From an optimization exercise on the open Yosys and OpenROAD flow, aimed at small area; shortcuts taken in it are not production practice. The RTL was checked by simulation tests, not by an equivalence proof against the original design. The clock port is modelled as an ideal driver, which makes a skipped or thinned clock tree look cheaper than it is; a real chip needs a root buffer or a tree. Power is estimated from default activity; no workload was simulated.

==> flow/design.v <==
module enable_gen (
    input  wire       clk_100mhz,
    input  wire       reset,
    output reg  [1:0] digit,
    output wire       blink,
    output wire       en_set,    
    output wire       c9         
);
    reg [5:0] q;
    wire [5:0] p = q ^ 6'b001110;
    reg [3:0] b;
    reg [3:0] c;
    wire tick    = p[0] & p[1] & p[2] & ~p[4];    
    wire carry_a = tick & digit[1] & digit[0];
    wire carry_b = carry_a & b[3] & b[0];      
    assign blink  = c[0];
    assign c9     = c[3] & c[0];
    assign en_set = carry_b & ~c[1] & (c[0] ? c[3] : c[2]);     
    always @(posedge clk_100mhz or posedge reset) begin
        if (reset) begin
            q     <= 6'd0;
            digit <= 2'd0;
            b     <= 4'd0;
            c     <= 4'd0;
        end else begin
            q[0] <= ~(p[5] ^ p[4]);
            q[1] <= ~(p[0] & ~tick);
            q[2] <= q[1];
            q[3] <= q[2];
            q[4] <= p[3] | tick;
            q[5] <= p[4];
            digit[0] <= digit[0] ^ tick;
            digit[1] <= digit[1] ^ (tick & digit[0]);
            b[0] <= b[0] ^ carry_a;
            b[1] <= b[1] ^ (carry_a & b[0] & ~b[3]);
            b[2] <= b[2] ^ (carry_a & b[0] & b[1]);
            b[3] <= b[3] ^ (carry_a & b[0] & (b[3] | b[1] & b[2]));
            c[0] <= c[0] ^ carry_b;
            c[1] <= c[1] ^ (carry_b & c[0] & ~c[3]);
            c[2] <= c[2] ^ (carry_b & c[0] & c[1]);
            c[3] <= c[3] ^ (carry_b & c[0] & (c[3] | c[1] & c[2]));
        end
    end
endmodule
module top (
    input  wire       clk,
    input  wire       reset,
    input  wire       pause,
    input  wire       adjust,
    input  wire       select,
    output reg  [6:0] seg,
    output reg  [3:0] anode
);
    reg [2:0] MinL, SecL;
    reg [3:0] MinR, SecR;
    wire [1:0] digit;
    wire       blink, en_set, c9;
    enable_gen clkenbl (
        .clk_100mhz (clk),
        .reset      (reset),
        .digit      (digit),
        .blink      (blink),
        .en_set     (en_set),
        .c9         (c9)
    );
    wire go    = ~pause & en_set;
    wire secr9 = SecR[3] & SecR[0];
    wire secl5 = SecL[2] & SecL[0];
    wire e_sr = go & (adjust ? select : c9);
    wire e_sl = e_sr & secr9;
    wire e_mr = go & (adjust ? ~select : c9 & secr9 & secl5);
    wire e_ml = e_mr & MinR[3] & MinR[0];
    always @(posedge clk or posedge reset) begin
        if (reset) begin
            SecR <= 4'd0;
            SecL <= 3'd0;
            MinR <= 4'd0;
            MinL <= 3'd0;
        end else begin
            SecR[0] <= SecR[0] ^ e_sr;
            SecR[1] <= SecR[1] ^ (e_sr & SecR[0] & ~SecR[3]);
            SecR[2] <= SecR[2] ^ (e_sr & SecR[0] & SecR[1]);
            SecR[3] <= SecR[3] ^ (e_sr & SecR[0] & (SecR[3] | SecR[1] & SecR[2]));
            SecL[0] <= SecL[0] ^ e_sl;
            SecL[1] <= SecL[1] ^ (e_sl & SecL[0] & ~SecL[2]);
            SecL[2] <= SecL[2] ^ (e_sl & SecL[0] & (SecL[2] | SecL[1]));
            MinR[0] <= MinR[0] ^ e_mr;
            MinR[1] <= MinR[1] ^ (e_mr & MinR[0] & ~MinR[3]);
            MinR[2] <= MinR[2] ^ (e_mr & MinR[0] & MinR[1]);
            MinR[3] <= MinR[3] ^ (e_mr & MinR[0] & (MinR[3] | MinR[1] & MinR[2]));
            MinL[0] <= MinL[0] ^ e_ml;
            MinL[1] <= MinL[1] ^ (e_ml & MinL[0] & ~MinL[2]);
            MinL[2] <= MinL[2] ^ (e_ml & MinL[0] & (MinL[2] | MinL[1]));
        end
    end
    reg [3:0] d;
    always @(*) begin
        case (digit)
            2'd0: begin anode = 4'b0111; d = {1'b0, MinL}; end
            2'd1: begin anode = 4'b1011; d = MinR; end
            2'd2: begin anode = 4'b1101; d = {1'b0, SecL}; end
            default: begin anode = 4'b1110; d = SecR; end
        endcase
    end
    wire blank = blink & adjust & (select == digit[1]);
    wire t7 = d[2] & d[1] & d[0];
    wire sa = ~d[3] & ~d[1] & (d[2] ^ d[0]);               
    always @(*) begin
        seg[6] = blank | sa;
        seg[5] = blank | d[2] & (d[1] ^ d[0]);              
        seg[4] = blank | ~d[2] & d[1] & ~d[0];              
        seg[3] = blank | sa | t7;                           
        seg[2] = blank | d[0] | d[2] & ~d[1];               
        seg[1] = blank | ~d[3] & ~d[2] & (d[1] | d[0]) | t7;  
        seg[0] = blank | ~(d[3] | d[2] | d[1]) | t7;        
    end
endmodule
Settings: LEC_CHECK=0, CAP_MARGIN=20, CORE_MARGIN=2, CORE_UTILIZATION=40, SLEW_MARGIN=20; clock period 10.0 ns.
standard.sh (not shown) runs the stock make flow with config.mk's settings and CLKGATE_MAP_FILE= SYNTH_SCRIPT=/design/flow/synth_recipe.tcl, a recipe that flattens the netlist after the stock synthesis.
==> flow/flow/run.sh <==
#!/bin/bash
# Standard ORFS layout with three changes:
#  - after the standard synthesis, the combinational cells are mapped again
#    with area-only ABC scripts, keeping the smallest result (registers, their
#    names and cells untouched);
#  - the smallest buffer on each port;
#  - the clock tree rebuilt as one or two buffers fed by the clock port, each
#    driving one cluster of registers (flow/kbuf.tcl).
set -euo pipefail
export BUFFER_PORTS_ARGS="-buffer_cell sky130_fd_sc_hd__buf_1"
export CTS_ARGS="-sink_clustering_enable -repair_clock_nets -root_buf sky130_fd_sc_hd__clkbuf_4 -buf_list sky130_fd_sc_hd__clkbuf_4 -sink_clustering_size 30 -dont_use_dummy_load"

R=orfs/results/sky130hd/top/base
LIB=$FLOW_HOME/platforms/sky130hd/lib/sky130_fd_sc_hd__tt_025C_1v80.lib
YOSYS=$FLOW_HOME/../tools/install/yosys/bin/yosys
[[ -x $YOSYS ]] || YOSYS=yosys

bash standard.sh synth > synth.log 2>&1

cp $R/1_2_yosys.v std_synth.v
DU=$(sed -n 's/^export DONT_USE_CELLS.*//; /^ *sky130/p' $FLOW_HOME/platforms/sky130hd/config.mk | tr -d '\\' | xargs -n1 | sed 's/^/-dont_use /' | xargs)
# Map the combinational logic again with each ABC script in flow/abc and keep
# the smallest result.
best=""; best_area=""
for s in flow/abc/*.abc; do
  n=$(basename $s .abc)
  cat > remap_$n.ys <<EOY
read_liberty -ignore_miss_func $LIB
read_verilog std_synth.v
hierarchy -top top
setattr -mod -set blackbox 1 sky130_fd_sc_hd__df*
flatten
rename -hide w:*.*
opt_clean -purge
abc -liberty $LIB $DU -script $PWD/$s
opt_clean -purge
hilomap -singleton -hicell sky130_fd_sc_hd__conb_1 HI -locell sky130_fd_sc_hd__conb_1 LO
insbuf -buf sky130_fd_sc_hd__buf_4 A X
opt_clean -purge
tee -o remap_$n.stat stat -liberty $LIB
write_verilog -noexpr -noattr -nohex -nodec remap_$n.v
EOY
  if $YOSYS -s remap_$n.ys > remap_$n.log 2>&1; then
    a=$(grep "Chip area for module" remap_$n.stat | head -1 | awk '{print $NF}')
    echo "$n $a" >> remap_areas.txt
    if [[ -n "$a" ]] && { [[ -z "$best_area" ]] || awk "BEGIN{exit !($a < $best_area)}"; }; then
      best=$n; best_area=$a
    fi
  fi
done
echo "best $best $best_area" >> remap_areas.txt
cp remap_$best.v $R/1_2_yosys.v
rm -f $R/1_synth.odb $R/1_synth.sdc

bash standard.sh $PWD/$R/4_1_cts.odb > standard_to_cts.log 2>&1
# Try the clock buffer options from the smallest area up, and keep the first
# whose worst register clock slew (placement estimate) is at most 112 ps; if
# none qualifies, keep the standard clock tree.
for opt in "1 buf_8" "2 buf_4" "1 buf_12" "2 buf_6" "1 clkbuf_16" "2 clkbuf_8"; do
  set -- $opt
  rm -f kbuf.odb
  if PLATFORM_DIR=$FLOW_HOME/platforms/sky130hd IN_ODB=$R/4_1_cts.odb IN_SDC=$R/4_cts.sdc \
      OUT_ODB=$PWD/kbuf.odb NBUF=$1 BUF_CELL=sky130_fd_sc_hd__$2 MAX_SLEW=0.112 \
      openroad -no_init -exit flow/kbuf.tcl > kbuf_$1_$2.log 2>&1 && [[ -f kbuf.odb ]]; then
    cp kbuf.odb $R/4_1_cts.odb
    break
  fi
done

bash standard.sh > standard.log 2>&1
Other scripts of this flow, unchanged in this note and not shown: flow/flow/abc/s01.abc, flow/flow/abc/s02.abc, flow/flow/abc/s03.abc, flow/flow/abc/s04.abc, flow/flow/abc/s05.abc, flow/flow/abc/s06.abc, flow/flow/abc/s07.abc, flow/flow/abc/s08.abc, flow/flow/abc/s09.abc, flow/flow/abc/s10.abc, flow/flow/kbuf.tcl
Rerun with:
--- a/flow/design.v
+++ b/flow/design.v
@@ -6,41 +6,44 @@
     output wire       en_set,    
     output wire       c9         
 );
     reg [5:0] q;
     wire [5:0] p = q ^ 6'b001110;
-    reg [3:0] b;
-    reg [3:0] c;
+    reg       b0;
+    reg [4:0] m;
+    reg       ct;
     wire tick    = p[0] & p[1] & p[2] & ~p[4];    
     wire carry_a = tick & digit[1] & digit[0];
-    wire carry_b = carry_a & b[3] & b[0];      
-    assign blink  = c[0];
-    assign c9     = c[3] & c[0];
-    assign en_set = carry_b & ~c[1] & (c[0] ? c[3] : c[2]);     
+    wire carry_b = carry_a & b0;
+    wire m24     = m[4] & m[3];                   
+    wire m5odd = (m >= 5'd5 && m <= 5'd9) || (m >= 5'd15 && m <= 5'd19);
+    assign blink  = m5odd ^ ct;
+    assign c9     = ct;
+    assign en_set = carry_b & m24;
     always @(posedge clk_100mhz or posedge reset) begin
         if (reset) begin
             q     <= 6'd0;
             digit <= 2'd0;
-            b     <= 4'd0;
-            c     <= 4'd0;
+            b0    <= 1'b0;
+            m     <= 5'd0;
+            ct    <= 1'b0;
         end else begin
             q[0] <= ~(p[5] ^ p[4]);
             q[1] <= ~(p[0] & ~tick);
             q[2] <= q[1];
             q[3] <= q[2];
             q[4] <= p[3] | tick;
             q[5] <= p[4];
             digit[0] <= digit[0] ^ tick;
             digit[1] <= digit[1] ^ (tick & digit[0]);
-            b[0] <= b[0] ^ carry_a;
-            b[1] <= b[1] ^ (carry_a & b[0] & ~b[3]);
-            b[2] <= b[2] ^ (carry_a & b[0] & b[1]);
-            b[3] <= b[3] ^ (carry_a & b[0] & (b[3] | b[1] & b[2]));
-            c[0] <= c[0] ^ carry_b;
-            c[1] <= c[1] ^ (carry_b & c[0] & ~c[3]);
-            c[2] <= c[2] ^ (carry_b & c[0] & c[1]);
-            c[3] <= c[3] ^ (carry_b & c[0] & (c[3] | c[1] & c[2]));
+            b0 <= b0 ^ carry_a;
+            m[0] <= m[0] ^ (carry_b & ~m24);
+            m[1] <= m[1] ^ (carry_b & m[0]);
+            m[2] <= m[2] ^ (carry_b & m[0] & m[1]);
+            m[3] <= m[3] ^ (carry_b & (m[0] & m[1] & m[2] | m24));
+            m[4] <= m[4] ^ (carry_b & (m[0] & m[1] & m[2] & m[3] | m24));
+            ct <= ct ^ (carry_b & m24);
         end
     end
 endmodule
 module top (
     input  wire       clk,
@@ -102,11 +105,11 @@
             default: begin anode = 4'b1110; d = SecR; end
         endcase
     end
     wire blank = blink & adjust & (select == digit[1]);
     wire t7 = d[2] & d[1] & d[0];
-    wire sa = ~d[3] & ~d[1] & (d[2] ^ d[0]);               
+    wire sa = ~d[1] & (d[2] ? ~d[0] : d[0] & ~d[3]);        
     always @(*) begin
         seg[6] = blank | sa;
         seg[5] = blank | d[2] & (d[1] ^ d[0]);              
         seg[4] = blank | ~d[2] & d[1] & ~d[0];              
         seg[3] = blank | sa | t7;                           
Outcome: Cell area drops by 1.2%. Worst setup slack is better by 0.20 ns. Combinational power grows by about 5%. Clock skew went up by 0.0034 ns. Via count climbs by 0.68%. Sequential share of layout area is lower by 1.1 points.
No run of this note takes its clock network from TritonCTS; it comes from the design's own scripts or RTL.

[port drivers added, routing unchanged]
No port has a modelled driver above. Below, the same layouts with a new extraction and two added sets of constraints.
Step 1 assumes that a clkbuf_16 drives the clock port and a buf_2 every other input.
Step 2, shift: input delay + t, output delay - t, t = (earliest + latest rising clock arrival at the registers) / 2. This alone moves slack from input paths to output paths.
Three values: ideal ports, drivers, drivers and shift; two values: the first two.
run | shift t [ns] | setup slack, ns | cell pins on the clock port's net
the first run | 0.157 | 4.513 / 4.490 / 4.490 | 2
the second run | 0.190 | 4.713 / 4.689 / 4.689 | 1
After both steps setup and hold are still met in every run listed. For the second run, which loses most, drivers alone change the setup slack by -0.024 ns; drivers and shift together by -0.024 ns.
